What follows belongs to an exercise in optimizing a design on an open flow for small area, a short achievable clock period and few clock cycles; a production flow would make more cautious choices. The RTL was checked by simulation tests, not by an equivalence proof against the original design. Power and IR drop assume default switching activity.

==> flow/design.v <==
`timescale 1ns/1ps
module ALU (
    input  [7:0] A,
    input  [7:0] Bx,
    input  [3:0] instruction,
    input        item,
    output [7:0] F
);
    wire [3:0] op = instruction;
    wire [2:0] k  = Bx[2:0];                    
    wire is_as  = item & ~op[3] & ~op[2] & ~op[1];            
    wire is_shf = item & ~op[3] & ~op[2] & op[1];             
    wire is_rot = item & ~op[3] & op[2] & ~op[1];             
    wire left   = op[0];
    wire is_and = item & ~op[3] & op[2] & op[1] & ~op[0];    
    wire is_or  = item & ~op[3] & op[2] & op[1] & op[0];     
    wire is_not = item & op[3] & ~op[2] & ~op[1] & ~op[0];   
    wire is_xor = item & op[3] & ~op[2] & ~op[1] & op[0];    
    wire [7:0] sum = A + Bx;
    wire [7:0] p   = A ^ Bx;
    wire [7:0] g   = A & Bx;
    wire a0 = k[0];
    wire a1 = k[1] ^ (left & k[0]);
    wire a2 = k[2] ^ (left & (k[1] | k[0]));
    wire [7:0] s1 = a0 ? {A[0],    A[7:1]}  : A;
    wire [7:0] s2 = a1 ? {s1[1:0], s1[7:2]} : s1;
    wire [7:0] s4 = a2 ? {s2[3:0], s2[7:4]} : s2;
    wire shf_ok = is_shf & ~|Bx[7:3];
    wire rot_ok = is_rot & ~|Bx[7:4] & ~(Bx[3] & |k);
    wire [7:0] keep;
    genvar i;
    generate for (i = 0; i < 8; i = i + 1) begin : kp
        assign keep[i] = rot_ok | (shf_ok & (left ? (k <= i) : (k <= 7 - i)));
    end endgenerate
    assign F = ({8{is_as}} & sum) | (keep & s4) |
               ({8{is_xor | is_or}} & p) | ({8{is_and | is_or}} & g) | ({8{is_not}} & ~A);
endmodule
`timescale 1ns/1ps
module top (
    input clk,
    input rst_n,
    input start,
    input valid,
    input [7:0] data_A,
    input [7:0] data_B,
    input [3:0] instruction,
    input [7:0] count,
    output reg [7:0] third_largest,
    output reg finish
);
    reg [7:0] a_q, b_q;
    reg [3:0] op_q;
    reg       item_q;      
    reg [7:0] r;           
    reg [7:0] remaining;   
    reg [7:0] largest, second_largest;
    reg       last1, last2;
    wire [7:0] alu_result;
    ALU alu_inst (
        .A(a_q),
        .Bx(b_q),
        .instruction(op_q),
        .item(item_q),
        .F(alu_result)
    );
    wire [7:0] b_neg = {|data_B[6:0], |data_B[5:0], |data_B[4:0], |data_B[3:0],
                        |data_B[2:0], |data_B[1:0], data_B[0], 1'b0};
    wire [7:0] low_zero = {~|remaining[6:0], ~|remaining[5:0], ~|remaining[4:0],
                           ~|remaining[3:0], ~|remaining[2:0], ~|remaining[1:0],
                           ~remaining[0], 1'b1};
    always @(posedge clk) begin
        a_q     <= data_A;
        b_q     <= data_B ^ ({8{instruction == 4'b0001}} & b_neg);    
        op_q    <= instruction;
        r       <= alu_result;
        if (start)
            remaining <= count;
        else if (valid)
            remaining <= remaining ^ low_zero;
    end
    always @(posedge clk or negedge rst_n) begin
        if (!rst_n)
            item_q <= 1'b0;
        else
            item_q <= valid;
    end
    always @(posedge clk or negedge rst_n) begin
        if (!rst_n) begin
            last1  <= 1'b0;
            last2  <= 1'b0;
            finish <= 1'b0;
        end else begin
            last1  <= (valid && remaining == 8'd1) || (start && count == 8'd0);
            last2  <= last1;
            finish <= last2;
        end
    end
    function [1:0] cmp8;
        input [7:0] a, b;
        reg [7:0] g, l;
        reg [3:0] g1, l1;
        reg [1:0] g2, l2;
        integer i;
        begin
            g = a & ~b;
            l = ~a & b;
            for (i = 0; i < 4; i = i + 1) begin
                g1[i] = g[2*i+1] | (~l[2*i+1] & g[2*i]);
                l1[i] = l[2*i+1] | (~g[2*i+1] & l[2*i]);
            end
            for (i = 0; i < 2; i = i + 1) begin
                g2[i] = g1[2*i+1] | (~l1[2*i+1] & g1[2*i]);
                l2[i] = l1[2*i+1] | (~g1[2*i+1] & l1[2*i]);
            end
            cmp8 = {g2[1] | (~l2[1] & g2[0]), l2[1] | (~g2[1] & l2[0])};
        end
    endfunction
    wire gt1, lt1, gt2, lt2, gt3, lt3;
    assign {gt1, lt1} = cmp8(r, largest);
    assign {gt2, lt2} = cmp8(r, second_largest);
    assign {gt3, lt3} = cmp8(r, third_largest);
    wire eq1 = ~gt1 & ~lt1;
    wire eq2 = ~gt2 & ~lt2;
    wire upd1 = gt1 | start;
    wire upd2 = (gt2 & ~eq1) | start;
    wire upd3 = (gt3 & ~eq2 & ~eq1) | start;
    wire [7:0] new2 = gt1 ? largest : r;
    wire [7:0] new3 = gt2 ? second_largest : r;
    always @(posedge clk) begin
        if (upd1) largest        <= r;
        if (upd2) second_largest <= new2;
        if (upd3) third_largest  <= new3;
    end
endmodule
==> flow/flow/run.sh <==
#!/bin/bash
# Standard layout, except:
#  - plain buffers (buf_1) on the ports instead of the delay buffers
#    buffer_ports picks by default;
#  - synthesis maps the logic with a delay-driven ABC script
#    (flow/abc_delay.script) instead of ORFS's abc_speed script. Everything
#    else in synthesis is the standard flow's own (flow/synth.tcl is synth_recipe.tcl with
#    an abc wrapper that swaps in the script), so the registers are the same.
set -o pipefail
FLOW_DIR=$(cd "$(dirname "$0")" && pwd)
export BUFFER_PORTS_ARGS="-buffer_cell sky130_fd_sc_hd__buf_1"
export MY_ABC_SCRIPT=$FLOW_DIR/abc_delay.script
bash standard.sh SYNTH_SCRIPT=$FLOW_DIR/synth.tcl finish > standard.log 2>&1
==> flow/flow/abc_delay.script <==
strash
dch
map -D 1000
buffer -p
upsize -D 1000
dnsize -D 1000
stime -p
==> flow/flow/synth.tcl <==
proc synth {args} { yosys synth -nofsm -noshare {*}$args }

proc abc {args} {
  set i [lsearch -exact $args -script]
  if {$i >= 0 && [info exists ::env(MY_ABC_SCRIPT)]} { lset args [expr {$i + 1}] $::env(MY_ABC_SCRIPT) }
  yosys abc {*}$args
}
source $::env(SCRIPTS_DIR)/synth.tcl
# left out here: clear keep_hierarchy, flatten, clean up, hide names made inside functions, write 1_2_yosys.v
==> flow/standard.sh <==
#!/bin/bash
# synth_recipe.tcl (not shown) runs the flow's synth.tcl, then flattens the netlist and writes it again
# the make line also repeats each setting of config.mk as NAME=value (left out here)
make -C /OpenROAD-flow-scripts/flow DESIGN_CONFIG=/design/flow/config.mk WORK_HOME=/design/flow/orfs CLKGATE_MAP_FILE= SYNTH_SCRIPT=/design/flow/synth_recipe.tcl "${@:-finish}"
==> flow/config.mk <==
export PLATFORM = sky130hd
export DESIGN_NAME = top
export DESIGN_NICKNAME = top
export VERILOG_FILES = /design/flow/design.v
export SDC_FILE = /design/flow/constraint.sdc
export NUM_CORES = 4
export LEC_CHECK = 0
export CAP_MARGIN = 20
export CORE_MARGIN = 2
export CORE_UTILIZATION = 40
export SETUP_SLACK_MARGIN = 3.8
export SLEW_MARGIN = 20
==> flow/constraint.sdc <==
create_clock -name core_clock -period 6.0 [get_ports {clk}]
set_input_delay 1.2000 -clock core_clock [delete_from_list [all_inputs] [get_ports {clk}]]
set_output_delay 1.2000 -clock core_clock [all_outputs]
set_load 0.01 [all_outputs]
==> results.txt, run 1 <==
register area share after synthesis=~45%; design area=4100 sq um; worst setup path start=third_largest[5]; HPWL Detailed=just over 6 mm; Starting DRT DRC Count=134; Longest Clk Path Bufs=2; CP max-delay cell=edfxtp_1; core area=just under 9000 sq um; # port buffers=40; Total Die Area=roughly 10000 sq um; Worst-Margin Slew=between 0.5 and 0.6 ns; Post-synth ARST share=6.25%; max_cap viols=0; vias in the first global route=between 3000 and 4000; Routed Antenna Nets=0; layout cells sized above 1=under 10%; pwr/cell area=around 290 nW/um^2; clk sinks=64; fin crit share=between 30% and 40%; DR WL met3=268 microns; largest cells by area after synthesis=edfxtp_1, dfxtp_1, nand2_1; VDD IR max=between 0.1 and 0.15 mV; final net count=530; R2R depth=10; WP buf/inv=1; diodes inserted=0; DR vias=3162; Worst slew margin=62.7%; CTS clk-pin slew, worst paths=0.07 ns; Leakage=1.68 nW; final max-slew violation count=0; Post-Route WL=slightly below 8 mm; Worst Setup EP=third_largest[5]; total grt overflow=0; Critical Path RT=4.80 ns; Yosys cell types=47; Ys Warns=1; Reg2Reg Setup Slack=4.03 ns; Post-Place Cells=just under 600; Peak Freq=approximately 470 MHz; Area Growth Syn to Fin=13.9%; CP Depth=1; routability cong.=around 0.9; clock skew=around 0.010 ns; first-pass GRT wire length=between 10 and 15 mm; DRC viols=0; DP Area=between 3000 and 4000 sq um; chip width=around 99 microns; Metal-1 WL=3.52 mm; Tot Pwr=~0.0012 W; startpoint types=flip-flop; TNS Setup=0 ns; critical path class=reg2out; synthesized area per cell=slightly above 8 sq um; synthesized area=approximately 3600 sq um; non-filler cells, final=around 600; CP peak stage delay=between 0.4 and 0.5 ns; setup violators final=0; Met2 Wirelength=a little under 4 mm; synthesized flop and latch total=64; CP endpoint kind=output port; Pre-antenna DRT Iters=4; Post-synth EDFFs=32; # IOs=slightly above 40; CTS H-tree depth=3; Yosys top cell by area=edfxtp_1; fin crit period=2.11 ns; worst r2r dst=third_largest[0]; largest net degree at the start of global routing=20; Clock Latency Late Sink=~0.34 ns; initial antenna violation count=0; CTS Root Cell=clkbuf_8; crit-path cells=buf_1; Die Height=a little under 100 microns; synthesized instance count=approximately 440; worst r2r src=r[7]; num rows=34; CTS tree=built; status=no timing/DRC/antenna violations; routed vias/inst=between 5 and 6; Inserted Clock Buffers=9; Starting Density=between 40 and 50%; Synthesized Nets=between 400 and 500; critical path arrival=0.91 ns; Largest delay share family, worst path=flip-flops; CP Max Fanout=4; Max Used Layer=met4; Synth top area share=26.7%; RSZ-0062 raised after global routing=yes; hold crit path type=reg2reg; Final Hold Vio Count=0; predominant post-synthesis flop cell=edfxtp_1; cts hold-fix bufs=0; All-Layer GR Usage=about 17%; wire length per cell=between 10 and 15 microns; hold path depth=0
-- timing repair --
| item | in CTS | in global routing |
|---|---|---|
| pin swaps | 1 | 0 |
| resized for setup | 4 | 5 |
| endpoints found under the setup margin | 24 | 28 |
| buffers inserted | 1 | 3 |
| cloned | 0 | 0 |
-- stage by stage --
step	worst slack, ns	hold WS (ns)	util (%)
after floorplan	3.83	0.331	-
after global placement	3.53	0.349	44.1
after detailed placement	3.46	0.343	44.1
after CTS	3.83	0.358	46.5
after global routing	3.76	0.362	47.0
final	3.89	0.356	47.0
-- per-layer routing --
layer | vias up | track usage [%]
li1 | 1620 | -
met1 | 1453 | 21.0
met3 | 15 | 3.83
met2 | 74 | 30.0
met5 | - | 0
met4 | 0 | 7.69
-- cells in the mapped netlist (all sizes together), types with 2 or more instances --
| cell type | number |
|---|---|
| nand2 | 101 |
| o21ai | 60 |
| inv | 48 |
| edfxtp | 32 |
| nor2 | 29 |
| dfxtp | 28 |
| a21oi | 27 |
| nand3 | 18 |
| ha | 12 |
| o22ai | 7 |
| a22oi | 6 |
| nor4 | 6 |
| or2 | 6 |
| xor2 | 6 |
| xnor2 | 5 |
| a31oi | 4 |
| buf | 4 |
| dfrtp | 4 |
| mux2i | 4 |
| nor3 | 4 |
| a221oi | 3 |
| nand4 | 3 |
| clkbuf | 2 |
| o2111ai | 2 |
| o211ai | 2 |
| o21a | 2 |
-- where the power goes --
group	internal, W	switching [W]	total [W]
sequential	0.000527	0.0000428	0.000570
clock	0.000182	0.000166	0.000348
combinational	0.0000954	0.000160	0.000255
total	0.000804	0.000368	0.00117
-- sequential cells by signal, indices dropped and copies added (netlist names) --
name / count
remaining: 8
item_q: 1
last2: 1
finish: 1
third_largest: 8
op_q: 4
r: 8
a_q: 8
second_largest: 8
largest: 8
last1: 1
b_q: 8
-- cell families after synthesis --
kind of cell / after synthesis / synth area share, %
and+or+nand+nor: 169 / 19.9
AOI/OAI and AO/OA: 121 / 20.1
xor gates and xnor gates: 11 / 2.88
DFF: 64 / 45.0
buffers and inverters: 54 / 6.35
muxes: 4 / 1.11
adders and majority gates: 13 / 4.72
-- final cells by class --
cell class / count / area [sq um]
timing repair buffer: 44 / 181
clock buffer: 13 / 169
fill: 871 / 4620
sequential: 64 / 1620
tap: 108 / 135
multi-input combinational: 318 / 1800
clock inverter: 3 / 16.3
inverter: 48 / 180
-- cell usage in the layout, fill, tap and decap left out, drive strengths merged, types with 4 or more instances in the layout --
cell type	instances
dfrtp	4
a22oi	6
mux2i	4
ha	12
clkbuf	14
nor2	29
xnor2	5
xor2	6
inv	48
buf	43
edfxtp	32
dfxtp	28
o22ai	7
nor4	6
nor3	4
nand3	18
a21oi	27
a31oi	4
nand2	101
or2	6
o21ai	60
-- worst min path at each step --
stage,endpoint,startpoint,slack [ns]
detailed placement,finish,last2,0.34
finish,finish,last2,0.36
CTS,finish,last2,0.36
global placement,finish,last2,0.35
floorplan,finish,last2,0.33
global route,finish,last2,0.36
Testbench counts, summed over its fixed seeds: cycles 3,621.
==> inputs of run 2 (changes only) <==
--- a/flow/config.mk
+++ b/flow/config.mk
@@ -9,4 +9,5 @@
 export CORE_MARGIN = 2
 export CORE_UTILIZATION = 40
+export PLACE_DENSITY = 0.8
 export SETUP_SLACK_MARGIN = 3.8
 export SLEW_MARGIN = 20
==> run 2 against run 1 <==
Compared with the run above:
- still clean
- cell count up 0.33%
- non-clock buffer count up 2
- clock skew increased by 0.00080 ns
- combinational power increased by 3%
- final area rose by 0.73%
- clock-buffer cell count shrank 1
- maximum frequency decreased by 0.24%
- critical path depth did not move
- critical path type unchanged
- largest power group unchanged
==> results.txt, run 2 <==
status=no timing/DRC/antenna violations; Reg2Reg Setup Slack=3.91 ns (-0.12 ns); critical path class=reg2out; core area=8720 sq um (unchanged); routability cong.=0.956 (+5.8%); Yosys cell types=47 (unchanged); diodes inserted=0 (unchanged); RSZ-0062 raised after global routing=no; CTS tree=built; Post-synth EDFFs=32 (unchanged); Post-synth ARST share=6.25% (unchanged); wire length per cell=13.3 microns (-0.40%); CP endpoint kind=output port; chip width=98.9 microns (unchanged); CTS H-tree depth=3 (unchanged); commonest non-fill, non-tap cell in the layout=nand2_1; CP peak stage delay=0.43 ns (about the same); Routed Antenna Nets=0 (unchanged); VDD IR max=0.165 mV (+29%); fin crit share=35.3% (+0.085 points); crit-path cells=buf_1; non-filler cells, final=600 (+0.33%); predominant post-synthesis flop cell=edfxtp_1; Starting Density=41.3% (unchanged); synthesized instance count=436 (unchanged); WP buf/inv=1 (unchanged); Final Hold Vio Count=0 (unchanged); CP Max Fanout=4 (unchanged); fill cell count=804 (-7.7%); initial antenna violation count=0 (unchanged); Worst slew margin=68.1% (+5.4 points); synthesized area per cell=8.26 sq um (unchanged); clock skew=0.0111 ns (+0.000803 ns); vias in the first global route=3043 (-2.2%); Post-Route WL=7.95 mm (about the same); DRC viols=0 (unchanged); Clock Latency Late Sink=0.34 ns (about the same); All-Layer GR Usage=16.9% (-0.63 points); layout cells sized above 1=9.96% (+0.57 points); final net count=532 (+0.38%); CTS Root Cell=clkbuf_8; Ys Warns=1 (unchanged); Synthesized Nets=481 (unchanged); num rows=34 (unchanged); Largest delay share family, worst path=flip-flops; Tot Pwr=0.00118 W (+0.82%); synthesized area=3600 sq um (unchanged); synthesized flop and latch total=64 (unchanged); critical path arrival=0.92 ns (about the same); setup violators final=0 (unchanged); cts hold-fix bufs=0 (unchanged); HPWL Detailed=6.13 mm (+0.84%); final max-slew violation count=0 (unchanged); # port buffers=40 (unchanged); Post-Place Cells=578 (unchanged); total grt overflow=0 (unchanged); Leakage=1.70 nW (+1.1%); pwr/cell area=286 nW/um^2 (about the same); CP max-delay cell=edfxtp_1; register area share after synthesis=45.0% (unchanged); DP Area=3850 sq um (unchanged); Synth top area share=26.7% (unchanged); TNS Setup=0 ns (unchanged); startpoint types=flip-flop; top post-synthesis cells by count=nand2_1, inv_1, o21ai_0; Longest Clk Path Bufs=2 (unchanged); Total Die Area=9780 sq um (unchanged); Peak Freq=472 MHz (-0.24%); DR vias=3198 (+1.1%); Inserted Clock Buffers=9 (unchanged); # IOs=41 (unchanged); Critical Path RT=4.80 ns (about the same); largest cells by area after synthesis=edfxtp_1, dfxtp_1, nand2_1; Die Height=98.9 microns (unchanged); count leader, synth=nand2_1; Starting DRT DRC Count=157 (+17%); largest net degree at the start of global routing=20 (unchanged); fin crit period=2.12 ns (+0.00509 ns); CTS clk-pin slew, worst paths=0.07 ns (about the same); clk sinks=64 (unchanged); Yosys top cell by area=edfxtp_1; Area Growth Syn to Fin=14.7%; max_cap viols=0 (unchanged); routed vias/inst=5.33 (+0.80%); design area=4130 sq um (+0.73%); most frequent cells in the layout=nand2_1, inv_1, buf_1; Pre-antenna DRT Iters=4 (unchanged); Worst-Margin Slew=0.477 ns (-0.0802 ns); first-pass GRT wire length=13.2 mm (-4.1%); hold crit path type=reg2reg
[run 2: worst paths after layout]
kind                             startpoint                to  depth (start not counted)
setup / recovery           third_largest[3]  third_largest[3]                          1
hold / removal                        last2            finish                          0
setup reg to reg                     b_q[2]              r[7]                          9
hold reg to reg                       last2            finish                          0
max in group asynchronous             rst_n             last1                          1
min in group asynchronous             rst_n            finish                          1
[run 2: through the flow]
stage / setup slack, ns / util, % / hold slack (ns)
2_1_floorplan: 3.83 / - / 0.331
3_3_place_gp: 3.58 / 44.1 / 0.337
3_5_place_dp: 3.52 / 44.1 / 0.342
4_1_cts: 3.81 / 46.5 / 0.369
5_1_grt: 3.78 / 47.4 / 0.377
6_report: 3.88 / 47.4 / 0.366
[run 2: cell type report]
type                    instances  area (sq um)  area share (%)
multi-input cells             318          1790            43.4
flip-flops and latches         64          1620            39.3
repair buffers                 46           209            5.06
inverters                      48           180            4.36
clock buffers                  12           166            4.03
well taps                     108           135            3.27
clock inverters                 4          25.0           0.606
[run 2: per-layer routing]
metal | vias up | wire length, microns | global-route usage, %
li1 | 1626 | - | -
met1 | 1458 | 3300 | 18.9
met5 | - | 0 | 0
met3 | 16 | 367 | 5.53
met4 | 0 | 199 | 6.53
met2 | 98 | 4090 | 29.7
[run 2: kinds of logic (layout without fill, tap and decap cells)]
kind of cell               after synthesis  after routing  share of synthesized area (%)
buffers and inverters                   54            110                           6.35
adders and majority gates               13             13                           4.72
xor gates and xnor gates                11             11                           2.88
AOI/OAI and AO/OA                      121            121                           20.1
and+or+nand+nor                        169            169                           19.9
muxes                                    4              4                           1.11
DFF                                     64             64                           45.0
[run 2: repair_timing]
item / CTS / global route
endpoints found under the setup margin: 24 / 28
resized for setup: 3 / 6
gates cloned: 0 / 0
setup buffers: 0 / 6
pin swaps: 0 / 1
[run 2: where the power goes]
part	switching, W	leakage (nW)	internal, W
registers	0.0000432	0.622	0.000527
clock network	0.000163	0.0984	0.000186
logic	0.000163	0.982	0.0000993
total	0.000370	1.70	0.000812
==> inputs of run 3 (changes only) <==
--- a/flow/config.mk
+++ b/flow/config.mk
@@ -9,5 +9,5 @@
 export CORE_MARGIN = 2
 export CORE_UTILIZATION = 40
-export PLACE_DENSITY = 0.8
 export SETUP_SLACK_MARGIN = 3.8
 export SLEW_MARGIN = 20
+export TNS_END_PERCENT = 10
==> run 3 against run 2 <==
Compared with the run above:
- clock skew fell by 0.00078 ns
- highest routed layer unchanged
- cell count is 0.67% lower
- global-route usage is 0.61 points higher
- synthesized area is the same
==> results.txt, run 3 <==
max_cap viols=0 (unchanged); startpoint types=input port; Peak Freq=458 MHz (-3.1%); area of the multi-input gates=1780 sq um (-0.77%); CP peak stage delay=0.47 ns (+0.04 ns); CP endpoint kind=flip-flop; routed vias/inst=5.33 (about the same); CTS clk-pin slew, worst paths=0.07 ns (about the same); Area Growth Syn to Fin=13.0%; largest cells by area after synthesis=edfxtp_1, dfxtp_1, nand2_1; Synthesized Nets=481 (unchanged); RSZ-0062 raised after global routing=yes; CTS Root Cell=clkbuf_8; CP max-delay cell=nor4_1; register area share after synthesis=45.0% (unchanged); largest net degree at the start of global routing=20 (unchanged); CP Max Fanout=4 (unchanged); Yosys cell types=47 (unchanged); Starting DRT DRC Count=148 (-5.7%); VDD IR max=0.128 mV (-23%); Final Hold Vio Count=0 (unchanged); Post-synth EDFFs=32 (unchanged); synthesized instance count=436 (unchanged); final max-slew violation count=0 (unchanged); clock skew=0.0103 ns (-0.000784 ns); clk sinks=64 (unchanged); wire length per cell=13.4 microns (+0.89%); fin crit period=2.19 ns (+0.0672 ns); DR vias=3177 (-0.66%); total grt overflow=0 (unchanged); most frequent cells in the layout=nand2_1, inv_1, buf_1; top post-synthesis cells by count=nand2_1, inv_1, o21ai_0; Worst-Margin Slew=0.563 ns (+0.0860 ns); HPWL Detailed=6.08 mm (-0.83%); final net count=528 (-0.75%); fin crit share=36.4% (+1.1 points); Yosys top cell by area=edfxtp_1; synthesized flop and latch total=64 (unchanged); count leader, synth=nand2_1; Longest Clk Path Bufs=2 (unchanged); synthesized area per cell=8.26 sq um (unchanged); routability cong.=0.904 (-5.5%); crit-path cells=buf_1 -> nor4_1 -> nand2_1 -> o21ai_1 -> o21ai_0 -> xor2_1; fill cell count=872 (+8.5%); All-Layer GR Usage=17.5% (+0.61 points); layout cells sized above 1=8.40% (-1.6 points); status=no timing/DRC/antenna violations; Worst slew margin=62.3% (-5.8 points); # port buffers=40 (unchanged); hold crit path type=reg2reg; synthesized area=3600 sq um (unchanged); core area=8720 sq um (unchanged); DRC viols=0 (unchanged); Post-synth ARST share=6.25% (unchanged); critical path arrival=2.41 ns (+1.49 ns); setup ws final=3.81 ns (-0.0672 ns); Synth top area share=26.7% (unchanged); Setup WS pre-CTS=3.46 ns (-0.0536 ns); # IOs=41 (unchanged); cts hold-fix bufs=0 (unchanged); CTS H-tree depth=3 (unchanged); FF+latch area=1620 sq um (unchanged); predominant post-synthesis flop cell=edfxtp_1; TNS Setup=0 ns (unchanged); CTS tree=built; critical path class=in2reg; initial antenna violation count=0 (unchanged); chip width=98.9 microns (unchanged); Routed Antenna Nets=0 (unchanged); diodes inserted=0 (unchanged); Critical Path RT=6.23 ns (+1.43 ns); Clock Latency Late Sink=0.34 ns (about the same); pwr/cell area=287 nW/um^2 (+0.47%); commonest non-fill, non-tap cell in the layout=nand2_1; Leakage=1.67 nW (-1.8%); vias in the first global route=3109 (+2.2%); Total Die Area=9780 sq um (unchanged); setup violators final=0 (unchanged); Post-Route WL=7.97 mm (+0.21%); Pre-antenna DRT Iters=5 (+1); first-pass GRT wire length=13.7 mm (+4.1%); num rows=34 (unchanged); Starting Density=41.3% (unchanged); Die Height=98.9 microns (unchanged); Inserted Clock Buffers=9 (unchanged); Ys Warns=1 (unchanged)
run 3: cell counts after synthesis:
Identical to the previous run, type by type.
run 3: routing by layer:
layer	global-route usage [%]	share of wire, %	vias up	wire (microns)
met3	3.83	4.1	17	326
met1	21.0	44	1459	3510
met2	29.9	49	84	3920
met5	0	0	-	0
met4	7.69	2.7	0	215
li1	-	-	1617	-
run 3: cell families (layout without fill, tap and decap cells):
group | count (synthesis) | in the layout | share of synthesized area [%]
flip-flops | 64 | 64 | 45.0
buffers and inverters | 54 | 106 | 6.35
AO/OA/AOI/OAI | 121 | 121 | 20.1
XOR/XNOR | 11 | 11 | 2.88
adder cells (fa/ha/maj) | 13 | 13 | 4.72
multiplexers | 4 | 4 | 1.11
AND/OR/NAND/NOR | 169 | 169 | 19.9
run 3: final timing paths:
check / startpoint / end / slack, ns / cells after the start
worst max-delay path: data_B[1] / b_q[7] / 3.81 / 6
worst min-delay path: last2 / finish / 0.36 / 0
worst max register to register: r[1] / second_largest[4] / 3.91 / 9
worst min register to register: last2 / finish / 0.36 / 0
max in group asynchronous: rst_n / last1 / 5.15 / 1
min in group asynchronous: rst_n / finish / 0.67 / 1
run 3: layout make-up:
type,count,area share [%]
well taps,108,3.32
clock inverters,3,0.400
repair buffers,42,4.09
multi-input cells,318,43.7
flip-flops and latches,64,39.9
inverters,48,4.43
clock buffers,13,4.15
run 3: where the power goes:
group / switching, W / internal [W] / total, W
Clock: 0.000166 / 0.000182 / 0.000349
Combinational: 0.000158 / 0.0000935 / 0.000251
Sequential: 0.0000431 / 0.000527 / 0.000570
run 3: what timing repair did:
item	4_1_cts	5_1_grt
pin swaps	0	1
cloned	0	0
setup endpoints to repair	24	28
resized for setup	3	2
setup buffers	0	2
run 3: stage by stage:
| stage | instance area (sq um) | hold slack, ns | utilization (%) | total power, W | instances |
|---|---|---|---|---|---|
| floorplan | 3610 | 0.331 | - | 0.000760 | 436 |
| global placement | 3850 | 0.349 | 44.1 | 0.000811 | 578 |
| detailed placement | 3850 | 0.343 | 44.1 | 0.000821 | 578 |
| CTS | 4050 | 0.358 | 46.4 | 0.00117 | 594 |
| global route | 4070 | 0.362 | 46.7 | 0.00124 | 596 |
| finish | 4070 | 0.356 | 46.7 | 0.00117 | 596 |
run 3: critical path, delay by kind of cell:
kind	cells	cell delay, ns
xor+xnor	1	0.15
buf+inv	1	0.11
simple gates	2	0.62
compound gates	2	0.33
==> inputs of run 4 (changes only) <==
==> flow/flow/abc_delay.script (replaced) <==
strash
dch
map -D 800
buffer -p
upsize -D 800
dnsize -D 800
stime -p
--- a/flow/config.mk
+++ b/flow/config.mk
@@ -11,3 +11,2 @@
 export SETUP_SLACK_MARGIN = 3.8
 export SLEW_MARGIN = 20
-export TNS_END_PERCENT = 10
==> run 4 against run 3 <==
Compared with the run above:
- power rose by 1.7%
- non-clock buffer count increased by 1
- maximum frequency is 3.0% higher
- clock skew about the same
- worst setup slack better by 0.064 ns
- register-to-register slack better by 0.08 ns
- via count grew 0.47%
- clock power is 3% higher
- synthesized area up 0.80%
- final area rose by 1.1%
- sequential power hardly changed
==> results.txt, run 4 <==
DP Area=3890 sq um (+1.1%); # port buffers=40 (unchanged); Synth top area share=26.5% (-0.21 points); num rows=34 (unchanged); setup violators final=0 (unchanged); commonest non-fill, non-tap cell in the layout=nand2_1; synthesized area=3630 sq um (+0.80%); startpoint types=flip-flop; CP endpoint kind=output port; Leakage=1.70 nW (+1.8%); hold crit path type=reg2reg; CTS tree=built; Final Hold Vio Count=0 (unchanged); Longest Clk Path Bufs=2 (unchanged); first-pass GRT wire length=12.9 mm (-5.7%); predominant post-synthesis flop cell=edfxtp_1; Yosys top cell by area=edfxtp_1; final max-slew violation count=0 (unchanged); CP Max Fanout=4 (unchanged); sequential power share=48.0% (-0.7 points); Internal Power=0.000816 W (+1.7%); most frequent cells in the layout=nand2_1, o21ai_0, inv_1; crit-path cells=buf_1; CP peak stage delay=0.43 ns (-0.04 ns); DR vias=3192 (+0.47%); routability cong.=0.822 (-9.0%); area of the multi-input gates=1820 sq um (+2.5%); Comb pwr share=21.9% (+0.4 points); layout cells sized above 1=8.23% (-0.17 points); worst hold slack=0.353 ns (-0.00322 ns); Post-synth ARST share=6.25% (unchanged); pwr/cell area=289 nW/um^2 (+0.59%); routed vias/inst=5.27 (-1.2%); fin crit share=35.4% (-1.1 points); Total Die Area=9860 sq um (+0.76%); RSZ-0062 raised after global routing=no; # IOs=41 (unchanged); WP buf/inv=1 (unchanged); clock skew=0.0100 ns (-0.000246 ns); fill cell count=880 (+0.92%); Starting DRT DRC Count=99 (-33%); Peak Freq=471 MHz (+3.0%); Ys Warns=1 (unchanged); critical path arrival=0.92 ns (-1.49 ns); Post-Route WL=7.76 mm (-2.7%); switching share of power=31.5% (+0.055 points); clk sinks=64 (unchanged); Pre-antenna DRT Iters=5 (unchanged); TNS Setup=0 ns (unchanged); largest net degree at the start of global routing=20 (unchanged); Critical Path RT=4.80 ns (-1.43 ns); Post-synth EDFFs=32 (unchanged); CTS Root Cell=clkbuf_8; fin crit period=2.12 ns (-0.0643 ns); max_cap viols=0 (unchanged); largest cells by area after synthesis=edfxtp_1, dfxtp_1, nand2_1; wire length per cell=12.8 microns (-4.3%); register area share after synthesis=44.6% (-0.36 points); Inserted Clock Buffers=9 (unchanged); top post-synthesis cells by count=nand2_1, o21ai_0, inv_1; synthesized instance count=445 (+2.1%); vias in the first global route=2932 (-5.7%); Die Height=99.3 microns (+0.38%); count leader, synth=nand2_1; Worst-Margin Slew=0.868 ns (+0.304 ns); P_sw=0.000374 W (+1.9%); diodes inserted=0 (unchanged); core area=8760 sq um (+0.49%); initial antenna violation count=0 (unchanged); VDD IR max=0.114 mV (-11%); synthesized area per cell=8.16 sq um (-1.2%); Worst slew margin=41.6% (-21 points); chip width=99.3 microns (+0.38%); Routed Antenna Nets=0 (unchanged); DRC viols=0 (unchanged); Clock Latency Late Sink=0.35 ns (about the same); CTS H-tree depth=3 (unchanged); CTS clk-pin slew, worst paths=0.07 ns (about the same); cts hold-fix bufs=0 (unchanged); CP max-delay cell=edfxtp_1; synthesized flop and latch total=64 (unchanged); critical path class=reg2out; total grt overflow=0 (unchanged); HPWL Detailed=6.15 mm (+1.1%); Tot Pwr=0.00119 W (+1.7%); Clock power frac=30.1% (+0.3 points); status=no timing/DRC/antenna violations; final net count=538 (+1.9%); Largest delay share family, worst path=flip-flops; design area=4120 sq um (+1.1%); Yosys cell types=47 (unchanged); All-Layer GR Usage=16.6% (-0.92 points); Synthesized Nets=490 (+1.9%); Starting Density=41.4% (+0.13 points); FF+latch area=1620 sq um (unchanged); Area Growth Syn to Fin=13.3%
==> run 4: changes by cell type in the layout (fill, tap and decap cells not counted), sizes merged, moves of 3 or more <==
cell | previous run | this run
nand2 | 101 | 108
o21ai | 60 | 57
clkbuf | 14 | 11
a21oi | 27 | 22
nand4 | 3 | 6
nand3 | 18 | 23
a22oi | 6 | 1
==> run 4: power groups by stage <==
| stage | clock network (W) | logic [W] | registers (W) |
|---|---|---|---|
| floorplan | 0 | 0.000192 | 0.000576 |
| global route | 0.000391 | 0.000297 | 0.000578 |
| CTS | 0.000369 | 0.000254 | 0.000571 |
| global placement | 0 | 0.000245 | 0.000578 |
| detailed placement | 0 | 0.000252 | 0.000580 |
| finish | 0.000359 | 0.000260 | 0.000571 |
==> run 4: final cells by class <==
cell class / instances / area share [%]
Clock buffer: 10 / 3.10
Inverter: 46 / 4.19
Multi-Input combinational cell: 329 / 44.3
Sequential cell: 64 / 39.4
Clock inverter: 6 / 1.46
Timing Repair Buffer: 43 / 4.22
Tap cell: 108 / 3.28
==> run 4: routing by layer <==
metal | vias up | global-route usage, % | part of all wire [%]
li1 | 1660 | - | -
met1 | 1450 | 19.5 | 44
met2 | 70 | 29.3 | 50
met3 | 12 | 3.79 | 3.8
met4 | 0 | 6.32 | 2.0
met5 | - | 0 | 0
==> run 4: cells by family after synthesis <==
kind of cell / Yosys count / share of synthesized area [%]
fa+ha+maj: 13 / 4.68
xor+xnor: 13 / 3.34
simple gates: 184 / 21.5
flops: 64 / 44.6
buf+inv: 52 / 5.75
mux: 4 / 1.10
compound gates: 115 / 18.9
==> run 4: worst paths after layout <==
kind	endpoint	slack [ns]	start	cells after the start
worst max-delay path	third_largest[3]	3.88	third_largest[3]	1
worst min-delay path	last2	0.35	last1	0
worst max register to register	r[4]	3.99	b_q[0]	7
worst min register to register	last2	0.35	last1	0
max in group asynchronous	item_q	5.11	rst_n	1
min in group asynchronous	last1	0.68	rst_n	1
==> run 4: timing repair <==
item / CTS / global route
pin swaps: 1 / 1
endpoints found under the hold margin: 0 / 0
gates resized for setup: 2 / 3
gates cloned: 0 / 0
setup endpoints to repair: 12 / 33
setup buffers: 0 / 3
==> run 4: stage by stage <==
stage	std cells	utilization [%]	worst slack (ns)
after global routing	606	47.0	3.80
after global placement	587	44.4	3.49
after CTS	603	46.6	3.79
final	606	47.0	3.88
after detailed placement	587	44.4	3.45
after floorplan	445	-	3.83
==> inputs of run 5 (changes only) <==
==> flow/flow/abc_delay.script (replaced) <==
strash
dch
map -D 1500
buffer -p
upsize -D 1500
dnsize -D 1500
==> run 5 against run 4 <==
Compared with the run above:
- clock power down 8.9%
- synthesized cell count up 0.90%
- die area down 1.1%
- core utilization up 0.37 points
- wire length up 3.9%
- sequential power about the same
- synthesized area down 1.1%
- clock-buffer cell count down 1
- sequential share of layout area about the same
- worst hold slack about the same
==> results.txt, run 5 <==
Routed Antenna Nets=0 (unchanged); All-Layer GR Usage=16.8% (+0.23 points); CTS clk-pin slew, worst paths=0.08 ns (about the same); Starting Density=41.2% (-0.26 points); first-pass GRT wire length=13.1 mm (+1.1%); startpoint types=flip-flop; Critical Path RT=4.80 ns (about the same); Ys Warns=1 (unchanged); Clock Latency Late Sink=0.35 ns (about the same); Area Growth Syn to Fin=14.9%; Die Height=98.8 microns (-0.53%); final net count=543 (+0.93%); wire length per cell=13.2 microns (+3.0%); Tot Pwr=0.00115 W (-3.6%); chip width=98.8 microns (-0.53%); critical path class=reg2out; Leakage=1.70 nW (about the same); vias in the first global route=2885 (-1.6%); HPWL Detailed=6.11 mm (-0.59%); Final Hold Vio Count=0 (unchanged); most frequent cells in the layout=nand2_1, inv_1, o21ai_0; # IOs=41 (unchanged); Pre-antenna DRT Iters=4 (-1); Synth top area share=26.8% (+0.29 points); Largest delay share family, worst path=flip-flops; CP Depth=1 (unchanged); Worst-Margin Slew=0.607 ns (-0.261 ns); # port buffers=40 (unchanged); CTS tree=built; clock skew=0.00913 ns (-0.000911 ns); hold crit path type=reg2reg; routability cong.=0.901 (+9.6%); diodes inserted=0 (unchanged); pwr/cell area=278 nW/um^2 (-3.9%); Adder-Cell Fraction of Synth Area=4.74% (+0.052 points); Post-Synth Simple-Gate Area=19.3% (-2.3 points); hold path depth=0 (unchanged); DR vias=3169 (-0.72%); fill cell count=863 (-1.9%); Peak Freq=473 MHz (+0.40%); routed vias/inst=5.19 (-1.5%); synthesized flop and latch total=64 (unchanged); FF+latch area=1630 sq um (+0.31%); DRC viols=0 (unchanged); multiplexer area fraction after synthesis=1.11% (+0.012 points); area of the multi-input gates=1790 sq um (-2.0%); RSZ-0062 raised after global routing=yes; synthesized area per cell=8.00 sq um (-2.0%); status=no timing/DRC/antenna violations; worst hold slack=0.353 ns (-0.000124 ns); CTS H-tree depth=3 (unchanged); post-synthesis xor/xnor area fraction=2.93% (-0.42 points); Starting DRT DRC Count=184 (+86%); largest cells by area after synthesis=edfxtp_1, dfxtp_1, nand2_1; fin crit period=2.11 ns (-0.00839 ns); CP Max Fanout=4 (unchanged); synthesized instance count=449 (+0.90%); initial antenna violation count=0 (unchanged); fin crit share=35.2% (-0.14 points); CP endpoint kind=output port; CP peak stage delay=0.42 ns (about the same); Post-Route WL=8.06 mm (+3.9%); Inserted Clock Buffers=9 (unchanged); TNS Setup=0 ns (unchanged); CTS Root Cell=clkbuf_8; Post-synth ARST share=6.25% (unchanged); Synth Area in Compound Gates=19.5% (+0.56 points); register area share after synthesis=45.1% (+0.50 points); core area=8720 sq um (-0.49%); Post-synth EDFFs=32 (unchanged); Total Die Area=9750 sq um (-1.1%); max_cap viols=0 (unchanged); R2R depth=8 (+1); Worst slew margin=59.4% (+18 points); num rows=34 (unchanged); critical path arrival=0.91 ns (about the same); WP buf/inv=1 (unchanged); clk sinks=64 (unchanged); predominant post-synthesis flop cell=edfxtp_1; largest family of logic cells by synthesized area=compound AO/OA/AOI/OAI gates; crit-path cells=buf_1; layout cells sized above 1=7.95% (-0.28 points); Yosys cell types=37 (-21%); Longest Clk Path Bufs=2 (unchanged); count leader, synth=nand2_1; synthesized area=3590 sq um (-1.1%); largest net degree at the start of global routing=20 (unchanged); top post-synthesis cells by count=nand2_1, inv_1, o21ai_0; total grt overflow=0 (unchanged); commonest non-fill, non-tap cell in the layout=nand2_1; cts hold-fix bufs=0 (unchanged); final max-slew violation count=0 (unchanged); CP max-delay cell=edfxtp_1; setup violators final=0 (unchanged); VDD IR max=0.118 mV (+2.8%); Synthesized Nets=494 (+0.82%); Yosys top cell by area=edfxtp_1
## run 5: cells by family after synthesis
| family | count (synthesis) |
|---|---|
| AND/OR/NAND/NOR | 167 |
| flip-flops | 64 |
| multiplexers | 4 |
| buffers and inverters | 68 |
| XOR/XNOR | 12 |
| adder cells (fa/ha/maj) | 13 |
| AO/OA/AOI/OAI | 121 |
## run 5: what timing repair did
action,4_1_cts,5_1_grt
cloned,0,1
buffers inserted,1,2
pin swaps,1,0
endpoints found under the setup margin,35,25
gates resized for setup,8,12
## run 5: layout make-up
type,count,area share [%]
Multi-Input combinational cell,318,43.3
Sequential cell,64,39.4
Inverter,62,5.64
Timing Repair Buffer,43,4.21
Tap cell,108,3.27
Clock buffer,9,3.00
Clock inverter,7,1.15
## run 5: worst paths after layout
| kind | start | end | slack (ns) |
|---|---|---|---|
| worst max register to register | b_q[0] | r[3] | 3.89 |
| max in group asynchronous | rst_n | last1 | 5.13 |
| worst min-delay path | last1 | last2 | 0.35 |
| min in group asynchronous | rst_n | item_q | 0.67 |
| worst min register to register | last1 | last2 | 0.35 |
| worst max-delay path | third_largest[5] | third_largest[5] | 3.89 |
## run 5: power breakdown
group          total [W]  switching, W  internal (W)  leakage (nW)
sequential      0.000570     0.0000432      0.000527         0.623
combinational   0.000250      0.000160     0.0000905         0.994
clock           0.000327      0.000178      0.000149        0.0854
total            0.00115      0.000381      0.000767          1.70
## run 5: metrics by stage
stage	cell area, sq um	worst slack, ns	instances	utilization, %
after floorplan	3600	3.83	449	-
after global placement	3850	3.35	591	44.2
after detailed placement	3850	3.26	591	44.2
after CTS	4060	3.80	608	46.6
after global routing	4130	3.73	611	47.3
final	4130	3.89	611	47.3
## run 5: routing by layer
metal	track usage, %	wire length [microns]	vias to the layer above
li1	-	-	1640
met1	21.0	3590	1433
met2	28.1	3910	78
met3	4.04	375	18
met4	6.32	180	0
met5	0	0	-
==> inputs of run 6 (changes only) <==
==> flow/flow/abc_delay.script (replaced) <==
strash
dc2
dch
map -D 1200
buffer -p
upsize -D 1200
dnsize -D 1200
==> run 6 against run 5 <==
Compared with the run above:
- synthesized area shrank 0.56%
- maximum frequency shrank 2.7%
- register-to-register slack gained 0.02 ns
- worst setup slack lost 0.060 ns
- wire length grew 0.65%
- die area shrank 0.54%
- worst hold slack is essentially flat
- clock-buffer cell count is the same
- sequential power is essentially flat
- non-clock buffer count grew 18
==> results.txt, run 6 <==
All-Layer GR Usage=16.3% (-0.46 points); synthesized flop and latch total=64 (unchanged); Final Hold Vio Count=0 (unchanged); # port buffers=40 (unchanged); worst hold slack=0.353 ns (+0.000449 ns); Die Height=98.5 microns (-0.27%); commonest non-fill, non-tap cell in the layout=nand2_1; core area=8680 sq um (-0.49%); most frequent CP cell=buf_4; fin crit share=36.2% (+0.99 points); Post-synth EDFFs=32 (unchanged); DR vias=3099 (-2.2%); Synth top area share=26.9% (+0.15 points); fin crit period=2.17 ns (+0.0596 ns); largest cells by area after synthesis=edfxtp_1, dfxtp_1, nand2_1; initial antenna violation count=0 (unchanged); top post-synthesis cells by count=nand2_1, o21ai_0, inv_1; # IOs=41 (unchanged); Peak Freq=460 MHz (-2.7%); Largest delay share family, worst path=buffers and inverters; status=no timing/DRC/antenna violations; CP Max Fanout=4 (unchanged); Post-synth ARST share=6.25% (unchanged); Starting DRT DRC Count=118 (-36%); largest net degree at the start of global routing=23 (+15%); predominant post-synthesis flop cell=edfxtp_1; routability cong.=0.813 (-9.8%); VDD IR max=0.135 mV (+15%); Routed Antenna Nets=0 (unchanged); HPWL Detailed=5.98 mm (-2.1%); first-pass GRT wire length=12.7 mm (-2.6%); met1 GRT Util=20.9% (-0.088 points); Yosys top cell by area=edfxtp_1; synthesized area=3570 sq um (-0.56%); CP peak stage delay=0.19 ns (-0.23 ns); clock skew=0.0148 ns (+0.00569 ns); num rows=34 (unchanged); Inserted Clock Buffers=9 (unchanged); startpoint types=input port; chip width=98.5 microns (-0.27%); CTS Root Cell=clkbuf_8; layout cells sized above 1=16.9% (+9.0 points); clk sinks=64 (unchanged); fill cell count=851 (-1.4%); Post-Route WL=8.11 mm (+0.65%); met2 usage=27.5% (-0.59 points); CTS H-tree depth=3 (unchanged); DRC viols=0 (unchanged); Yosys cell types=46 (+24%); count leader, synth=nand2_1; TNS Setup=0 ns (unchanged); Starting Density=41.2% (about the same); WP buf/inv=5 (+4); cts hold-fix bufs=0 (unchanged); GR Util met3=3.19% (-0.85 points); Critical Path RT=6.22 ns (+1.42 ns); final net count=530 (-2.4%); CP endpoint kind=flip-flop; wire length per cell=13.6 microns (+2.8%); Pre-antenna DRT Iters=4 (unchanged); Synthesized Nets=463 (-6.3%); Area Growth Syn to Fin=23.9%; synthesized area per cell=8.55 sq um (+6.8%); routed vias/inst=5.18 (about the same); Worst-Margin Slew=0.580 ns (-0.0269 ns); synthesized instance count=418 (-6.9%); RSZ-0062 raised after global routing=no; hold crit path type=reg2reg; CTS tree=built; Worst slew margin=61.2% (+1.8 points); most frequent cells in the layout=nand2_1, o21ai_0, inv_1; critical path arrival=2.40 ns (+1.49 ns); GRT busiest layer=met2; diodes inserted=0 (unchanged); final max-slew violation count=0 (unchanged); vias in the first global route=2818 (-2.3%); Leakage=1.77 nW (+4.1%); setup violators final=0 (unchanged); CP max-delay cell=a21oi_4; max_cap viols=0 (unchanged); total grt overflow=0 (unchanged); pwr/cell area=292 nW/um^2 (+5.0%); Ys Warns=1 (unchanged); critical path class=in2reg; register area share after synthesis=45.4% (+0.25 points); CTS clk-pin slew, worst paths=0.08 ns (about the same); Total Die Area=9700 sq um (-0.54%); Longest Clk Path Bufs=2 (unchanged); crit-path cells=buf_1 -> nor4_4 -> buf_4 -> buf_4 -> buf_4 -> a21oi_4 -> o21ai_2 -> buf_4 -> xor2_1; Clock Latency Late Sink=0.34 ns (about the same)
==> run 6: changes by cell type after synthesis, sizes merged, moves of 4 or more <==
cell / change
nor2: -24
inv: -13
nand3: +8
or2: -5
mux2i: +4
==> run 6: per-stage QoR <==
step | worst slack [ns] | util, % | area (sq um) | instances | total power [W]
6_report | 3.83 | 51.0 | 4430 | 598 | 0.00129
5_1_grt | 3.77 | 51.0 | 4430 | 598 | 0.00136
4_1_cts | 3.80 | 48.0 | 4170 | 585 | 0.00125
3_5_place_dp | 3.35 | 44.2 | 3830 | 561 | 0.000819
3_3_place_gp | 3.44 | 44.2 | 3830 | 561 | 0.000812
2_1_floorplan | 3.65 | - | 3580 | 418 | 0.000755
==> run 6: logic make-up after synthesis <==
kind of cell,Yosys count,share of synthesized area (%)
AOI/OAI and AO/OA,125,21.1
xor gates and xnor gates,11,2.70
adders and majority gates,13,4.76
buffers and inverters,54,5.88
DFF,64,45.4
muxes,8,2.24
and+or+nand+nor,143,17.9
==> run 6: path summary, 6_finish.rpt <==
kind	start	endpoint	slack (ns)	cells past startpoint
setup / recovery	instruction[3]	b_q[6]	3.83	9
hold / removal	last2	finish	0.35	0
setup reg to reg	largest[3]	third_largest[3]	3.91	10
hold reg to reg	last2	finish	0.35	0
max in group asynchronous	rst_n	finish	5.14	1
min in group asynchronous	rst_n	item_q	0.67	1
==> run 6: cell type report <==
cell class | count | area, sq um | area share, %
Clock buffer | 9 | 124 | 2.80
Clock inverter | 7 | 105 | 2.37
Inverter | 49 | 195 | 4.41
Multi-Input combinational cell | 300 | 1890 | 42.7
Sequential cell | 64 | 1640 | 37.1
Tap cell | 108 | 135 | 3.05
Timing Repair Buffer | 61 | 337 | 7.60
==> run 6: worst register-to-register path, delay by kind of cell, from the launching register on <==
family / cells / cell delay [ns]
flip-flops: 1 / 0.38
AND/OR/NAND/NOR: 5 / 0.51
AO/OA/AOI/OAI: 3 / 0.69
buffers and inverters: 2 / 0.29
==> run 6: report_power, final <==
group	total (W)	switching, W	leakage [nW]	internal (W)
clock network	0.000417	0.000179	0.112	0.000239
registers	0.000570	0.0000434	0.624	0.000527
logic	0.000305	0.000179	1.03	0.000126
==> run 6: per-layer routing <==
layer	wire, microns	up-vias	part of all wire (%)
met5	0	-	0
met4	137	0	1.7
met3	342	12	4.2
met2	4010	70	49
met1	3620	1420	45
li1	-	1597	-
==> run 6: what timing repair did <==
action	CTS	global route
cloned	0	0
pin swaps	4	10
endpoints found under the setup margin	20	28
buffers inserted	8	13
gates resized for setup	11	38
==> inputs of run 7 (changes only) <==
==> flow/flow/abc_delay.script (replaced) <==
strash
dch
map -D 1000
buffer -p
upsize -D 1000
dnsize -D 1000
stime -p
--- a/flow/config.mk
+++ b/flow/config.mk
@@ -9,4 +9,6 @@
 export CORE_MARGIN = 2
 export CORE_UTILIZATION = 40
+export CTS_CLUSTER_DIAMETER = 100
+export CTS_CLUSTER_SIZE = 30
 export SETUP_SLACK_MARGIN = 3.8
 export SLEW_MARGIN = 20
==> run 7 against run 6 <==
Compared with the run above:
- still clean on timing, DRC and antenna
- power is 9.3% lower
- core utilization is 4.0 points lower
- register-to-register slack better by 0.12 ns
- largest cell class unchanged
==> results.txt, run 7 <==
Final Hold Vio Count=0 (unchanged); critical path class=reg2out; largest net degree at the start of global routing=20 (-13%); Synth top area share=26.7% (-0.23 points); most frequent cells in the layout=nand2_1, inv_1, buf_1; VDD IR max=0.128 mV (-4.8%); worst r2r src=r[7]; clk sinks=64 (unchanged); fin crit period=2.11 ns (-0.0591 ns); R2R depth=10 (unchanged); status=no timing/DRC/antenna violations; Largest delay share family, worst path=flip-flops; CP Depth=1 (-8); startpoint types=flip-flop; Starting Density=41.3% (+0.16 points); Starting DRT DRC Count=134 (+14%); # IOs=41 (unchanged); initial antenna violation count=0 (unchanged); Yosys cell types=47 (+2.2%); final max-slew violation count=0 (unchanged); RSZ-0062 raised after global routing=yes; Worst slew margin=62.7% (+1.5 points); CTS clk-pin slew, worst paths=0.07 ns (about the same); CP Max Fanout=4 (unchanged); max_cap viols=0 (unchanged); Total Die Area=9780 sq um (+0.84%); num rows=34 (unchanged); Worst Setup EP=third_largest[5]; register area share after synthesis=45.0% (-0.39 points); post-layout util=47.0% (-4.0 points); worst setup path start=third_largest[5]; synthesized area per cell=8.26 sq um (-3.3%); CTS tree=built; Peak Freq=473 MHz (+2.8%); Internal Power=0.000804 W (-9.7%); largest cells by area after synthesis=edfxtp_1, dfxtp_1, nand2_1; synthesized instance count=436 (+4.3%); CP max-delay cell=edfxtp_1; synthesized area=3600 sq um (+0.88%); core area=8720 sq um (+0.49%); Yosys top cell by area=edfxtp_1; vias in the first global route=3110 (+10%); fin crit share=35.2% (-0.99 points); # port buffers=40 (unchanged); switching share of power=31.4% (+0.37 points); Die Height=98.9 microns (+0.42%); All-Layer GR Usage=17.5% (+1.2 points); Longest Clk Path Bufs=2 (unchanged); setup ws final=3.89 ns (+0.0591 ns); sequential power share=48.6% (+4.5 points); Post-Route WL=7.96 mm (-1.9%); DRC viols=0 (unchanged); crit-path cells=buf_1; Post-synth ARST share=6.25% (unchanged); routability cong.=0.904 (+11%); Pre-antenna DRT Iters=4 (unchanged); Comb pwr share=21.8% (-1.8 points); Clock Latency Late Sink=0.34 ns (about the same); Synthesized Nets=481 (+3.9%); setup violators final=0 (unchanged); hold crit path type=reg2reg; first-pass GRT wire length=13.7 mm (+7.7%); Leakage=1.68 nW (-5.0%); CTS H-tree depth=3 (unchanged); synthesized flop and latch total=64 (unchanged); HPWL Detailed=6.08 mm (+1.7%); final net count=530 (unchanged); TNS Setup=0 ns (unchanged); wire length per cell=13.3 microns (-1.9%); diodes inserted=0 (unchanged); Setup WS pre-CTS=3.46 ns (+0.118 ns); Worst-Margin Slew=0.558 ns (-0.0229 ns); CP peak stage delay=0.43 ns (+0.24 ns); WP buf/inv=1 (-4); pwr/cell area=286 nW/um^2 (-2.1%); critical path arrival=0.91 ns (-1.49 ns); CTS Root Cell=clkbuf_8; worst r2r dst=third_largest[0]; top post-synthesis cells by count=nand2_1, inv_1, o21ai_0; Post-synth EDFFs=32 (unchanged); Clock power frac=29.7% (-2.6 points); DR vias=3162 (+2.0%); Area Growth Syn to Fin=13.9%; clock skew=0.0103 ns (-0.00456 ns); chip width=98.9 microns (+0.42%); hold path depth=0 (unchanged); CP endpoint kind=output port; Ys Warns=1 (unchanged); count leader, synth=nand2_1; Reg2Reg Setup Slack=4.03 ns (+0.12 ns); commonest non-fill, non-tap cell in the layout=nand2_1; cts hold-fix bufs=0 (unchanged); Routed Antenna Nets=0 (unchanged); P_sw=0.000368 W (-8.2%); routed vias/inst=5.29 (+2.0%); layout cells sized above 1=9.39% (-7.6 points); Tot Pwr=0.00117 W (-9.3%); Critical Path RT=4.80 ns (-1.42 ns); total grt overflow=0 (unchanged); Inserted Clock Buffers=9 (unchanged); predominant post-synthesis flop cell=edfxtp_1; worst hold slack=0.356 ns (+0.00275 ns)
run 7: power groups by stage:
stage | Clock, W | Sequential (W) | Combinational [W]
finish | 0.000348 | 0.000570 | 0.000255
global route | 0.000375 | 0.000579 | 0.000294
CTS | 0.000358 | 0.000570 | 0.000249
detailed placement | 0 | 0.000579 | 0.000242
global placement | 0 | 0.000577 | 0.000235
floorplan | 0 | 0.000573 | 0.000187
run 7: what timing repair did:
item                       in CTS  in global routing
gates resized for setup         4                  5
setup endpoints to repair      24                 28
pin swaps                       1                  0
setup buffers                   1                  3
run 7: worst min-delay path by stage:
stage	to	slack (ns)	start
3_3_place_gp	finish	0.35	last2
6_report	finish	0.36	last2
4_1_cts	finish	0.36	last2
5_1_grt	finish	0.36	last2
3_5_place_dp	finish	0.34	last2
2_1_floorplan	finish	0.33	last2
run 7: area by class of cell:
cell class | instances | area, sq um
clock inverter | 3 | 16.3
sequential | 64 | 1620
clock buffer | 13 | 169
fill | 871 | 4620
timing repair buffer | 44 | 181
tap | 108 | 135
multi-input combinational | 318 | 1800
inverter | 48 | 180
run 7: logic make-up after synthesis:
group                    count (synthesis)  synth area share, %
buffers and inverters                   54                 6.35
multiplexers                             4                 1.11
AND/OR/NAND/NOR                        169                 19.9
adder cells (fa/ha/maj)                 13                 4.72
AO/OA/AOI/OAI                          121                 20.1
XOR/XNOR                                11                 2.88
flip-flops                              64                 45.0
run 7: metrics by stage:
step | area [sq um] | cells
2_1_floorplan | 3610 | 436
3_3_place_gp | 3850 | 578
3_5_place_dp | 3850 | 578
4_1_cts | 4060 | 595
5_1_grt | 4100 | 598
6_report | 4100 | 598
run 7: routing by layer:
metal	global-route usage [%]	part of all wire (%)
met1	21.0	44
met2	30.0	50
met3	3.83	3.4
met4	7.69	2.7
met5	0	0
==> inputs of run 8 (changes only) <==
--- a/flow/config.mk
+++ b/flow/config.mk
@@ -8,7 +8,5 @@
 export CAP_MARGIN = 20
 export CORE_MARGIN = 2
-export CORE_UTILIZATION = 40
-export CTS_CLUSTER_DIAMETER = 100
-export CTS_CLUSTER_SIZE = 30
+export CORE_UTILIZATION = 60
 export SETUP_SLACK_MARGIN = 3.8
 export SLEW_MARGIN = 20
==> run 8 against run 7 <==
Compared with the run above:
- sequential share of layout area rose by 0.53 points
- first-iteration DRC count grew 100%
- clock power is 11% higher
- still clean on timing, DRC and antenna
- power is 3.2% higher
- synthesized cell count stayed put
- cell count fell by 6.0%
- largest power group unchanged
- clock-buffer cell count unchanged
- sequential cell count is the same
- final area shrank 1.3%
- critical path depth unchanged
- non-clock buffer count down 3
- sequential power about the same
==> results.txt, run 8 <==
Synth top area share=26.7% (unchanged); initial antenna violation count=0 (unchanged); core area=5850 sq um (-33%); post-layout util=69.2% (+22 points); critical path class=reg2out; Clock Latency Late Sink=0.34 ns (about the same); TNS Setup=0 ns (unchanged); Post-synth ARST share=6.25% (unchanged); Post-Route WL=7.89 mm (-0.84%); fin crit period=2.13 ns (+0.0137 ns); CTS tree=built; Longest Clk Path Bufs=2 (unchanged); CTS H-tree depth=3 (unchanged); largest cells by area after synthesis=edfxtp_1, dfxtp_1, nand2_1; max_cap viols=0 (unchanged); All-Layer GR Usage=25.4% (+7.9 points); Yosys top cell by area=edfxtp_1; Starting DRT DRC Count=268 (+100%); layout cells sized above 1=9.03% (-0.35 points); clk sinks=64 (unchanged); Routed Antenna Nets=0 (unchanged); status=no timing/DRC/antenna violations; top post-synthesis cells by count=nand2_1, inv_1, o21ai_0; num rows=28 (-18%); chip width=81.5 microns (-18%); pwr/cell area=299 nW/um^2 (+4.5%); CP Max Fanout=4 (unchanged); Total Die Area=6640 sq um (-32%); setup violators final=0 (unchanged); Ys Warns=1 (unchanged); Final Hold Vio Count=0 (unchanged); Worst-Margin Slew=0.494 ns (-0.0632 ns); Synthesized Nets=481 (unchanged); most frequent cells in the layout=nand2_1, inv_1, buf_1; Die Height=81.5 microns (-18%); Starting Density=61.6% (+20 points); Peak Freq=470 MHz (-0.65%); R2R depth=9 (-1); Largest delay share family, worst path=flip-flops; synthesized flop and latch total=64 (unchanged); final max-slew violation count=0 (unchanged); Post-synth EDFFs=32 (unchanged); Pre-antenna DRT Iters=5 (+1); count leader, synth=nand2_1; Leakage=1.68 nW (about the same); vias in the first global route=2804 (-9.8%); hold path depth=0 (unchanged); CP max-delay cell=edfxtp_1; register area share after synthesis=45.0% (unchanged); fin crit share=35.5% (+0.23 points); largest net degree at the start of global routing=20 (unchanged); VDD IR max=0.200 mV (+56%); crit-path cells=buf_1; predominant post-synthesis flop cell=edfxtp_1; CP Depth=1 (unchanged); clock skew=0.00902 ns (-0.00125 ns); startpoint types=flip-flop; CP endpoint kind=output port; synthesized area=3600 sq um (unchanged); RSZ-0062 raised after global routing=yes; first-pass GRT wire length=12.8 mm (-6.8%); # port buffers=40 (unchanged); Worst slew margin=66.9% (+4.2 points); Inserted Clock Buffers=9 (unchanged); routability cong.=0.999 (+11%); CTS clk-pin slew, worst paths=0.07 ns (about the same); Critical Path RT=4.80 ns (about the same); CTS Root Cell=clkbuf_8; CP peak stage delay=0.43 ns (about the same); wire length per cell=14.0 microns (+5.5%); DR vias=3202 (+1.3%); diodes inserted=0 (unchanged); HPWL Detailed=5.96 mm (-2.0%); synthesized area per cell=8.26 sq um (unchanged); synthesized instance count=436 (unchanged); final net count=527 (-0.57%); total grt overflow=0 (unchanged); commonest non-fill, non-tap cell in the layout=nand2_1; hold crit path type=reg2reg; Area Growth Syn to Fin=12.4%; DRC viols=0 (unchanged); WP buf/inv=1 (unchanged); routed vias/inst=5.70 (+7.8%); Yosys cell types=47 (unchanged); critical path arrival=0.93 ns (+0.02 ns); # IOs=41 (unchanged)
-- run 8: where the power goes --
group / switching (W) / total, W / internal (W) / leakage [nW]
Clock: 0.000161 / 0.000385 / 0.000225 / 0.109
Sequential: 0.0000455 / 0.000573 / 0.000527 / 0.622
Combinational: 0.000161 / 0.000253 / 0.0000918 / 0.950
Total: 0.000367 / 0.00121 / 0.000844 / 1.68
-- run 8: area by class of cell --
class                           count  area (sq um)
Fill cell                         480          1800
Sequential cell                    64          1620
Inverter                           48           180
Tap cell                           75          93.8
Timing Repair Buffer               41           159
Clock inverter                      3          40.0
Clock buffer                       13           169
Multi-Input combinational cell    318          1790
-- run 8: what timing repair did --
item / 4_1_cts / 5_1_grt
setup endpoints to repair: 24 / 34
pin swaps: 1 / 0
buffers inserted: 1 / 0
gates resized for setup: 2 / 6
hold buffers: 0 / 0
-- run 8: cell families (layout without fill, tap and decap cells) --
logic type	Yosys count	in the layout	share of synthesized area, %
and+or+nand+nor	169	169	19.9
AOI/OAI and AO/OA	121	121	20.1
DFF	64	64	45.0
buffers and inverters	54	105	6.35
adders and majority gates	13	13	4.72
xor gates and xnor gates	11	11	2.88
muxes	4	4	1.11
-- run 8: worst paths after layout --
kind,from,endpoint,slack [ns]
min in group asynchronous,rst_n,last1,0.68
hold reg to reg,last2,finish,0.36
setup reg to reg,a_q[2],r[7],3.92
hold / removal,last2,finish,0.36
max in group asynchronous,rst_n,item_q,5.14
setup / recovery,third_largest[5],third_largest[5],3.87
-- run 8: layer usage --
layer | part of all wire, % | track usage (%)
met5 | 0 | 0
met4 | 1.0 | 6.78
met3 | 8.1 | 6.70
met2 | 42 | 36.8
met1 | 49 | 37.8
-- run 8: per-stage QoR --
step / cells / area, sq um / power [W] / worst slack, ns / hold WS, ns
after global placement: 545 / 3800 / 0.000815 / 3.56 / 0.345
final: 562 / 4050 / 0.00121 / 3.87 / 0.359
after detailed placement: 545 / 3800 / 0.000822 / 3.51 / 0.344
after CTS: 562 / 4030 / 0.00121 / 3.86 / 0.360
after global routing: 562 / 4050 / 0.00128 / 3.73 / 0.365
after floorplan: 436 / 3610 / 0.000760 / 3.83 / 0.331
==> inputs of run 9 (changes only) <==
--- a/flow/config.mk
+++ b/flow/config.mk
@@ -8,5 +8,6 @@
 export CAP_MARGIN = 20
 export CORE_MARGIN = 2
-export CORE_UTILIZATION = 60
+export CORE_UTILIZATION = 40
+export CTS_BUF_LIST = sky130_fd_sc_hd__clkbuf_8 sky130_fd_sc_hd__clkbuf_4
 export SETUP_SLACK_MARGIN = 3.8
 export SLEW_MARGIN = 20
==> run 9 against run 8 <==
Compared with the run above:
- still clean
- final area grew 1.4%
- clock-buffer cell count is the same
- combinational power is essentially flat
- clock skew grew 0.0030 ns
- global-route usage shrank 7.9 points
- power shrank 2.8%
- critical path type unchanged
- largest power group unchanged
- highest routed layer unchanged
==> results.txt, run 9 <==
status=no timing/DRC/antenna violations; top post-synthesis cells by count=nand2_1, inv_1, o21ai_0; sequential power share=48.4% (+1.1 points); # IOs=41 (unchanged); fin crit share=35.2% (-0.24 points); All-Layer GR Usage=17.5% (-7.9 points); routability cong.=0.904 (-9.6%); synthesized flop and latch total=64 (unchanged); predominant post-synthesis flop cell=edfxtp_1; max_cap viols=0 (unchanged); # port buffers=40 (unchanged); core area=8720 sq um (+49%); total grt overflow=0 (unchanged); Setup WS pre-CTS=3.46 ns (-0.0485 ns); Worst slew margin=62.7% (-4.2 points); CP endpoint kind=output port; critical path arrival=0.91 ns (-0.02 ns); critical path class=reg2out; Longest Clk Path Bufs=2 (unchanged); synthesized area per cell=8.26 sq um (unchanged); Peak Freq=473 MHz (+0.67%); HPWL Detailed=6.08 mm (+2.1%); switching share of power=31.3% (+0.98 points); final net count=530 (+0.57%); diodes inserted=0 (unchanged); Starting Density=41.3% (-20 points); RSZ-0062 raised after global routing=yes; Inserted Clock Buffers=9 (unchanged); Synthesized Nets=481 (unchanged); clk sinks=64 (unchanged); Yosys cell types=47 (unchanged); fin crit period=2.11 ns (-0.0143 ns); hold crit path type=reg2reg; worst r2r src=r[7]; design area=4110 sq um (+1.4%); FF+latch area=1620 sq um (about the same); synthesized instance count=436 (unchanged); Post-synth ARST share=6.25% (unchanged); Pre-antenna DRT Iters=4 (-1); final max-slew violation count=0 (unchanged); Total Die Area=9780 sq um (+47%); num rows=34 (+21%); crit-path cells=buf_1; chip width=98.9 microns (+21%); setup ws final=3.89 ns (+0.0143 ns); post-layout util=47.1% (-22 points); CP max-delay cell=edfxtp_1; Internal Power=0.000809 W (-4.1%); Critical Path RT=4.80 ns (about the same); setup violators final=0 (unchanged); startpoint types=flip-flop; synthesized area=3600 sq um (unchanged); register area share after synthesis=45.0% (unchanged); Comb pwr share=21.7% (+0.8 points); Clock power frac=29.9% (-1.9 points); area of the multi-input gates=1800 sq um (+0.70%); TNS Setup=0 ns (unchanged); wire length per cell=13.3 microns (-5.2%); routed vias/inst=5.27 (-7.4%); Leakage=1.69 nW (+0.30%); CP Max Fanout=4 (unchanged); Clock Latency Late Sink=0.34 ns (about the same); Final Hold Vio Count=0 (unchanged); cts hold-fix bufs=0 (unchanged); worst setup path start=third_largest[5]; vias in the first global route=3110 (+11%); CP peak stage delay=0.43 ns (about the same); Largest delay share family, worst path=flip-flops; fill cell count=869 (+81%); DR vias=3154 (-1.5%); pwr/cell area=287 nW/um^2 (-4.1%); largest cells by area after synthesis=edfxtp_1, dfxtp_1, nand2_1; WP buf/inv=1 (unchanged); most frequent cells in the layout=nand2_1, inv_1, buf_1; Starting DRT DRC Count=134 (-50%); largest net degree at the start of global routing=20 (unchanged); Post-Route WL=7.96 mm (+0.89%); Routed Antenna Nets=0 (unchanged); DRC viols=0 (unchanged); Die Height=98.9 microns (+21%); first-pass GRT wire length=13.7 mm (+7.3%); min-delay src=last2; clock skew=0.0121 ns (+0.00305 ns); CTS clk-pin slew, worst paths=0.07 ns (about the same); DP Area=3850 sq um (+1.1%); Synth top area share=26.7% (unchanged); CTS Root Cell=clkbuf_8; CTS H-tree depth=3 (unchanged); CTS tree=built; VDD IR max=0.128 mV (-36%); commonest non-fill, non-tap cell in the layout=nand2_1; Post-synth EDFFs=32 (unchanged); Ys Warns=1 (unchanged); P_sw=0.000368 W (+0.38%); layout cells sized above 1=9.59% (+0.56 points); Worst-Margin Slew=0.557 ns (+0.0629 ns); Yosys top cell by area=edfxtp_1; Area Growth Syn to Fin=14.0%; count leader, synth=nand2_1; initial antenna violation count=0 (unchanged)
[run 9: cell counts after synthesis]
Identical to the previous run, type by type.
[run 9: worst reg2reg max path, cell delays in order (launching register included)]
cell	delay, ns
dfxtp_1	0.43
inv_2	0.10
nor2_1	0.13
o21a_1	0.17
nand3_1	0.07
and2_1	0.16
o21ai_4	0.07
inv_2	0.05
nand4_1	0.09
nand3_1	0.08
nand2_1	0.28
[run 9: layout make-up]
class	instances	area share (%)
clock buffer	13	4.20
clock inverter	3	0.396
inverter	48	4.39
multi-input combinational	318	43.8
sequential	64	39.5
tap	108	3.29
timing repair buffer	44	4.42
[run 9: worst paths after layout]
kind | cells past startpoint | to | slack (ns)
min in group asynchronous | 1 | finish | 0.67
worst min register to register | 0 | finish | 0.36
worst min-delay path | 0 | finish | 0.36
max in group asynchronous | 1 | last1 | 5.16
worst max-delay path | 1 | third_largest[5] | 3.89
worst max register to register | 10 | third_largest[0] | 4.03
[run 9: power by group through the flow]
stage / Clock [W] / Combinational, W / Sequential (W)
after floorplan: 0 / 0.000187 / 0.000573
after global placement: 0 / 0.000235 / 0.000577
after detailed placement: 0 / 0.000242 / 0.000579
after CTS: 0.000363 / 0.000249 / 0.000570
after global routing: 0.000379 / 0.000294 / 0.000579
final: 0.000352 / 0.000255 / 0.000570
[run 9: per-layer routing]
layer / part of all wire, % / GRT usage (%)
met2: 50 / 30.0
met5: 0 / 0
met1: 44 / 21.0
met4: 2.3 / 7.69
met3: 3.6 / 3.83
[run 9: stage by stage]
| step | power (W) | cells | hold slack, ns |
|---|---|---|---|
| 2_1_floorplan | 0.000760 | 436 | 0.331 |
| 3_3_place_gp | 0.000811 | 578 | 0.349 |
| 3_5_place_dp | 0.000821 | 578 | 0.343 |
| 4_1_cts | 0.00118 | 595 | 0.358 |
| 5_1_grt | 0.00125 | 598 | 0.362 |
| 6_report | 0.00118 | 598 | 0.356 |
[run 9: cells by family (layout without fill, tap and decap cells)]
kind of cell | Yosys count | after routing | synth area share, %
xor+xnor | 11 | 11 | 2.88
fa+ha+maj | 13 | 13 | 4.72
simple gates | 169 | 169 | 19.9
buf+inv | 54 | 108 | 6.35
flops | 64 | 64 | 45.0
compound gates | 121 | 121 | 20.1
mux | 4 | 4 | 1.11
[run 9: what timing repair did]
item | CTS | global route
setup endpoints to repair | 24 | 28
buffers inserted | 1 | 3
gates resized for setup | 4 | 5
pin swaps | 1 | 0

Re-timed with assumed drivers on the ports (clkbuf_16 on the clock, buf_2 on other inputs), run 9 has 3.855 ns of setup slack against 3.887 ns with ideal ports, and 3.595 ns once port delays also move by the mid clock arrival of 0.368 ns.
